Source: an optimization exercise on an open RTL-to-GDS flow (aim: small area and a short achievable clock period). Production flows keep margins and buffers that such runs may drop.
Only simulation tests tie the RTL to the original design; equivalence was not proved.
The clock input has no modelled driver; a real chip could not lean on it and would need a root buffer or a full tree.

Setup of trial 80:
## adders_top
module adders_top (
    input  wire        clk,
    input  wire        rst_n,
    input  wire        a_bit_in,            
    input  wire        b_bit_in,            
    input  wire        cin_in,              
    input  wire        start_in,            
    output reg  [63:0] sum_out,
    output reg         cout_out,
    output wire        ready_out            
);
export LEC_CHECK = 0
export CAP_MARGIN = 20
export CORE_MARGIN = 2
export CORE_UTILIZATION = 60
export SLEW_MARGIN = 20
create_clock -name core_clock -period 4.0 [get_ports {clk}]
standard.sh (not shown) runs the stock make flow with config.mk's settings and CLKGATE_MAP_FILE= SYNTH_SCRIPT=/design/flow/synth_recipe.tcl, a recipe that flattens the netlist after the stock synthesis.
==> flow/flow/run.sh <==
#!/bin/bash
set -euo pipefail
HERE=$(pwd)
ARGS=(BUFFER_PORTS_ARGS="-buffer_cell sky130_fd_sc_hd__buf_1" POST_CTS_TCL="$HERE/flow/clock.tcl")
bash standard.sh "${ARGS[@]}" cts > standard_cts.log 2>&1
bash standard.sh "${ARGS[@]}" SETUP_SLACK_MARGIN=2.565 finish > standard_finish.log 2>&1
Other scripts of this flow, unchanged in this note and not shown: flow/flow/clock.tcl
Trial 80 ended with every stage complete and zero timing, DRC or antenna violations.
Here is what was changed in the inputs of build 29 compared with trial 80.
==> flow/flow/run.sh <==
#!/bin/bash
set -euo pipefail
HERE=$(pwd)
ARGS=(BUFFER_PORTS_ARGS="-buffer_cell sky130_fd_sc_hd__buf_1" POST_CTS_TCL="$HERE/flow/clock.tcl")
bash standard.sh "${ARGS[@]}" cts > standard_cts.log 2>&1
bash standard.sh "${ARGS[@]}" SETUP_SLACK_MARGIN=2.58 finish > standard_finish.log 2>&1
[summary]
Re first-pass iteration count of the detailed router: no difference whatsoever between build 29 and trial 80. Actual slew at the worst max-slew pin delta (trial 80 -> build 29): insignificant. Diff trial 80..build 29 | tightest slew margin relative to the limit | negligible. Worst reg-to-reg setup slack delta (build 29 − trial 80): favourable. Between trial 80 and build 29, the post-layout worst setup margin figures differ only marginally. Trial 80 -> build 29: hold slack flat. Reported for build 29 and trial 80, adder and majority gate portion of the synthesized area turned out identical to the last digit. In build 29, wire length is higher than in trial 80.
In every run of this note, the design's own scripts or RTL, not TritonCTS, make the clock network.

Another version of the RTL of adders_top (not shown whole).
Size in the first run: about 1600 µm² of cells after synthesis.
==> flow/config.mk <==
export PLATFORM = sky130hd
export DESIGN_NAME = adders_top
export DESIGN_NICKNAME = adders_top
export VERILOG_FILES = /design/flow/design.v
export SDC_FILE = /design/flow/constraint.sdc
export NUM_CORES = 4
export LEC_CHECK = 0
export CAP_MARGIN = 20
export CORE_AREA = 2 2 59 59
export DIE_AREA = 0 0 61 61
export SLEW_MARGIN = 20
==> flow/constraint.sdc <==
create_clock -name core_clock -period 4.0 [get_ports {clk}]
set_input_delay 0.8000 -clock core_clock [delete_from_list [all_inputs] [get_ports {clk}]]
set_output_delay 0.8000 -clock core_clock [all_outputs]
set_load 0.01 [all_outputs]
==> flow/flow/run.sh <==
#!/bin/bash
set -euo pipefail
HERE=$(pwd)
bash standard.sh BUFFER_PORTS_ARGS="-buffer_cell sky130_fd_sc_hd__buf_1" \
  PRE_IO_PLACEMENT_TCL="$HERE/flow/pins.tcl" \
  POST_CTS_TCL="$HERE/flow/clock.tcl" finish > standard.log 2>&1
==> flow/flow/clock.tcl <==
# POST_CTS hook: replace the clock tree that CTS built with a single level of
# clock buffers driven straight from the clock port. The flip-flops are split
# into NB groups by location (recursive median cuts); each group gets one
# buffer at its centroid. All flip-flops see the same one-buffer path.
set NB 4
set M sky130_fd_sc_hd__buf_12
if { [info exists ::env(CLK_NB)] } { set NB $::env(CLK_NB) }
if { [info exists ::env(CLK_CELL)] } { set M $::env(CLK_CELL) }

set db [ord::get_db]
set block [ord::get_db_block]
set clknet [$block findNet clk]
set master [$db findMaster $M]

# Walk the clock tree from the port: collect tree cells and flip-flop clock pins.
set tree_insts {}
set tree_nets {}
set sinks {}
set todo [list $clknet]
while { [llength $todo] > 0 } {
  set net [lindex $todo 0]
  set todo [lrange $todo 1 end]
  foreach it [$net getITerms] {
    if { ![$it isInputSignal] && [[$it getMTerm] getSigType] != "CLOCK" } {
      # driver pin of this net
      continue
    }
    set inst [$it getInst]
    if { [[$inst getMaster] isSequential] } {
      lappend sinks $it
    } elseif { [lsearch -exact $tree_insts $inst] < 0 } {
      lappend tree_insts $inst
      foreach ot [$inst getITerms] {
        if { [$ot isOutputSignal] && [$ot getNet] != "NULL" } {
          lappend todo [$ot getNet]
          lappend tree_nets [$ot getNet]
        }
      }
    }
  }
}
puts "clock.tcl: [llength $sinks] sinks, removing [llength $tree_insts] tree cells"

foreach it $sinks { $it disconnect }
foreach inst $tree_insts { odb::dbInst_destroy $inst }
foreach net $tree_nets { if { [llength [$net getITerms]] == 0 } { odb::dbNet_destroy $net } }

# Group the sinks by recursive median cuts along the longer side.
proc split_groups { items n } {
  if { $n <= 1 || [llength $items] < 2 } { return [list $items] }
  set xs {}; set ys {}
  foreach d $items { lappend xs [lindex $d 0]; lappend ys [lindex $d 1] }
  set xs [lsort -integer $xs]; set ys [lsort -integer $ys]
  set w [expr {[lindex $xs end] - [lindex $xs 0]}]
  set h [expr {[lindex $ys end] - [lindex $ys 0]}]
  set idx [expr {$w >= $h ? 0 : 1}]
  set s [lsort -integer -index $idx $items]
  set n1 [expr {$n / 2}]
  set k [expr {[llength $s] * $n1 / $n}]
  return [concat [split_groups [lrange $s 0 [expr {$k-1}]] $n1] \
                 [split_groups [lrange $s $k end] [expr {$n - $n1}]]]
}
set data {}
foreach it $sinks {
  set inst [$it getInst]
  set b [$inst getBBox]
  lappend data [list [expr {([$b xMin]+[$b xMax])/2}] [expr {([$b yMin]+[$b yMax])/2}] $it]
}
# With the pins in shift-register order round the die edge the flip-flops
# form a ring; group them by the die edge they are nearest to.
proc edge_groups { items } {
  set block [ord::get_db_block]
  set die [$block getDieArea]
  set W [$die xMax]; set H [$die yMax]
  set g {{} {} {} {}}
  foreach d $items {
    set x [lindex $d 0]; set y [lindex $d 1]
    set dist [list $x [expr {$H - $y}] [expr {$W - $x}] $y]
    set best 0
    for {set i 1} {$i < 4} {incr i} { if {[lindex $dist $i] < [lindex $dist $best]} { set best $i } }
    lset g $best [concat [lindex $g $best] [list $d]]
  }
  set out {}
  foreach grp $g { if {[llength $grp] > 0} { lappend out $grp } }
  return $out
}
if { $NB == 4 } { set groups [edge_groups $data] } else { set groups [split_groups $data $NB] }
set g 0
foreach grp $groups {
  set sx 0; set sy 0
  foreach d $grp { set sx [expr {$sx+[lindex $d 0]}]; set sy [expr {$sy+[lindex $d 1]}] }
  set cx [expr {$sx/[llength $grp]}]; set cy [expr {$sy/[llength $grp]}]
  set inst [odb::dbInst_create $block $master "clkroot_$g"]
  $inst setLocation $cx $cy
  $inst setPlacementStatus PLACED
  set net [odb::dbNet_create $block "clknet_root_$g"]
  $net setSigType CLOCK
  [$inst findITerm A] connect $clknet
  [$inst findITerm X] connect $net
  foreach d $grp { [lindex $d 2] connect $net }
  puts "clock.tcl: clkroot_$g drives [llength $grp] sinks"
  incr g
}
set_propagated_clock [all_clocks]
estimate_parasitics -placement

# Output paths: a flip-flop that drives an output and has more load than
# the others (cout_out also feeds the full adder) is upsized when its output
# trails the median output slack by more than 10 ps.
set slacks {}
foreach port [all_outputs] { lappend slacks [get_property $port slack_max] }
set slacks [lsort -real $slacks]
set median [lindex $slacks [expr {[llength $slacks] / 2}]]
foreach port [all_outputs] {
  set s [get_property $port slack_max]
  if { $s >= $median - 0.010 } { continue }
  set bterm [$block findBTerm [get_full_name $port]]
  set obuf [[lindex [[$bterm getNet] getITerms] 0] getInst]
  foreach it [$obuf getITerms] {
    if { [$it isInputSignal] } { set in_net [$it getNet] }
  }
  foreach it [$in_net getITerms] {
    if { [$it isOutputSignal] } {
      set ff [$it getInst]
      set m [[$ff getMaster] getName]
      if { [regsub {_1$} $m {_2} m2] && [[$ff getMaster] isSequential] } {
        puts "clock.tcl: [get_full_name $port] slack $s (median $median): [$ff getName] $m -> $m2"
        replace_cell [$ff getName] $m2
      }
    }
  }
}
detailed_placement
check_placement -verbose
estimate_parasitics -placement
report_clock_skew
report_checks -group_path_count 5 -format end
Other scripts of this flow, unchanged in this note and not shown: flow/flow/pins.tcl
The baseline passed the timing, DRC and antenna checks.
Next try:
--- a/flow/flow/clock.tcl
+++ b/flow/flow/clock.tcl
@@ -68,23 +68,4 @@
 }
-# With the pins in shift-register order round the die edge the flip-flops
-# form a ring; group them by the die edge they are nearest to.
-proc edge_groups { items } {
-  set block [ord::get_db_block]
-  set die [$block getDieArea]
-  set W [$die xMax]; set H [$die yMax]
-  set g {{} {} {} {}}
-  foreach d $items {
-    set x [lindex $d 0]; set y [lindex $d 1]
-    set dist [list $x [expr {$H - $y}] [expr {$W - $x}] $y]
-    set best 0
-    for {set i 1} {$i < 4} {incr i} { if {[lindex $dist $i] < [lindex $dist $best]} { set best $i } }
-    lset g $best [concat [lindex $g $best] [list $d]]
-  }
-  set out {}
-  foreach grp $g { if {[llength $grp] > 0} { lappend out $grp } }
-  return $out
-}
-if { $NB == 4 } { set groups [edge_groups $data] } else { set groups [split_groups $data $NB] }
 set g 0
-foreach grp $groups {
+foreach grp [split_groups $data $NB] {
   set sx 0; set sy 0
@@ -108,3 +89,3 @@
 # the others (cout_out also feeds the full adder) is upsized when its output
-# trails the median output slack by more than 10 ps.
+# trails the median output slack by more than 5 ps.
 set slacks {}
@@ -115,3 +96,3 @@
   set s [get_property $port slack_max]
-  if { $s >= $median - 0.010 } { continue }
+  if { $s >= $median - 0.005 } { continue }
   set bterm [$block findBTerm [get_full_name $port]]
The changed run finished clean.
Synthesized cell count does not change.
Design area hardly moves.
Cell count does not change.
Via count stays the same.
Die area does not change.
Routed wire length hardly moves.
Hold slack gets better by 16 ps.
Worst setup slack gets better by 11 ps.
Critical path depth is unchanged.
Area after synthesis stays the same.
Next try:
--- a/flow/flow/clock.tcl
+++ b/flow/flow/clock.tcl
@@ -5,3 +5,3 @@
 set NB 4
-set M sky130_fd_sc_hd__buf_12
+set M sky130_fd_sc_hd__buf_8
 if { [info exists ::env(CLK_NB)] } { set NB $::env(CLK_NB) }
@@ -89,3 +89,3 @@
 # the others (cout_out also feeds the full adder) is upsized when its output
-# trails the median output slack by more than 5 ps.
+# trails the median output slack by more than 10 ps.
 set slacks {}
@@ -96,3 +96,3 @@
   set s [get_property $port slack_max]
-  if { $s >= $median - 0.005 } { continue }
+  if { $s >= $median - 0.010 } { continue }
   set bterm [$block findBTerm [get_full_name $port]]
Outcome: The new run passed the timing, DRC and antenna checks; via count goes up by 0.45%; worst setup slack loses 18 ps; core utilization falls by 0.69 points; sequential share of layout area increases by 0.73 points; register-to-register slack is about the same.
Next try:
--- a/flow/flow/clock.tcl
+++ b/flow/flow/clock.tcl
@@ -5,3 +5,3 @@
 set NB 4
-set M sky130_fd_sc_hd__buf_8
+set M sky130_fd_sc_hd__buf_12
 if { [info exists ::env(CLK_NB)] } { set NB $::env(CLK_NB) }
The new run finished with timing, DRC and antenna clean.
Design area increases slightly.
Cell count is unchanged.
Synthesized cell count does not change.
Utilization increases by 0.65 points.
Wire length goes up slightly.
No run of this note takes its clock network from TritonCTS; it comes from the design's own scripts or RTL.

[afterwards: timing with drivers on the ports]
No port has a modelled driver above. Below, the same layouts with a new extraction and two added sets of constraints. Step 1 assumes that a clkbuf_16 drives the clock port and a buf_2 every other input. Step 2, shift: input delay + t, output delay - t, t = (earliest + latest rising clock arrival at the registers) / 2. This alone moves slack from input paths to output paths. Slacks: no drivers / after step 1 / after step 2; pairs: no drivers / after step 1.
run | t (ns) | slack for setup (ns) | clock arrival spread, ns | worst register clock-pin slew, ns | worst slew at a driven data input, ns
trial 80 | 0.181 | 2.568 / 2.497 / 2.664 | 0.005 / 0.005 | 0.07 / 0.07 | 0.03
build 29 | 0.182 | 2.567 / 2.495 / 2.677 | 0.005 / 0.005 | 0.07 / 0.07 | 0.03
the first run of note 2 | 0.185 | 2.578 / 2.503 / 2.689 | 0.020 / 0.019 | 0.08 / 0.08 | 0.04
the second run of note 2 | 0.181 | 2.589 / 2.517 / 2.698 | 0.006 / 0.006 | 0.07 / 0.07 | 0.04
the third run of note 2 | 0.181 | 2.571 / 2.509 / 2.690 | 0.006 / 0.007 | 0.09 / 0.09 | 0.04
the fourth run of note 2 | 0.181 | 2.589 / 2.517 / 2.698 | 0.006 / 0.006 | 0.07 / 0.07 | 0.04
After both steps every run listed still meets setup and hold.
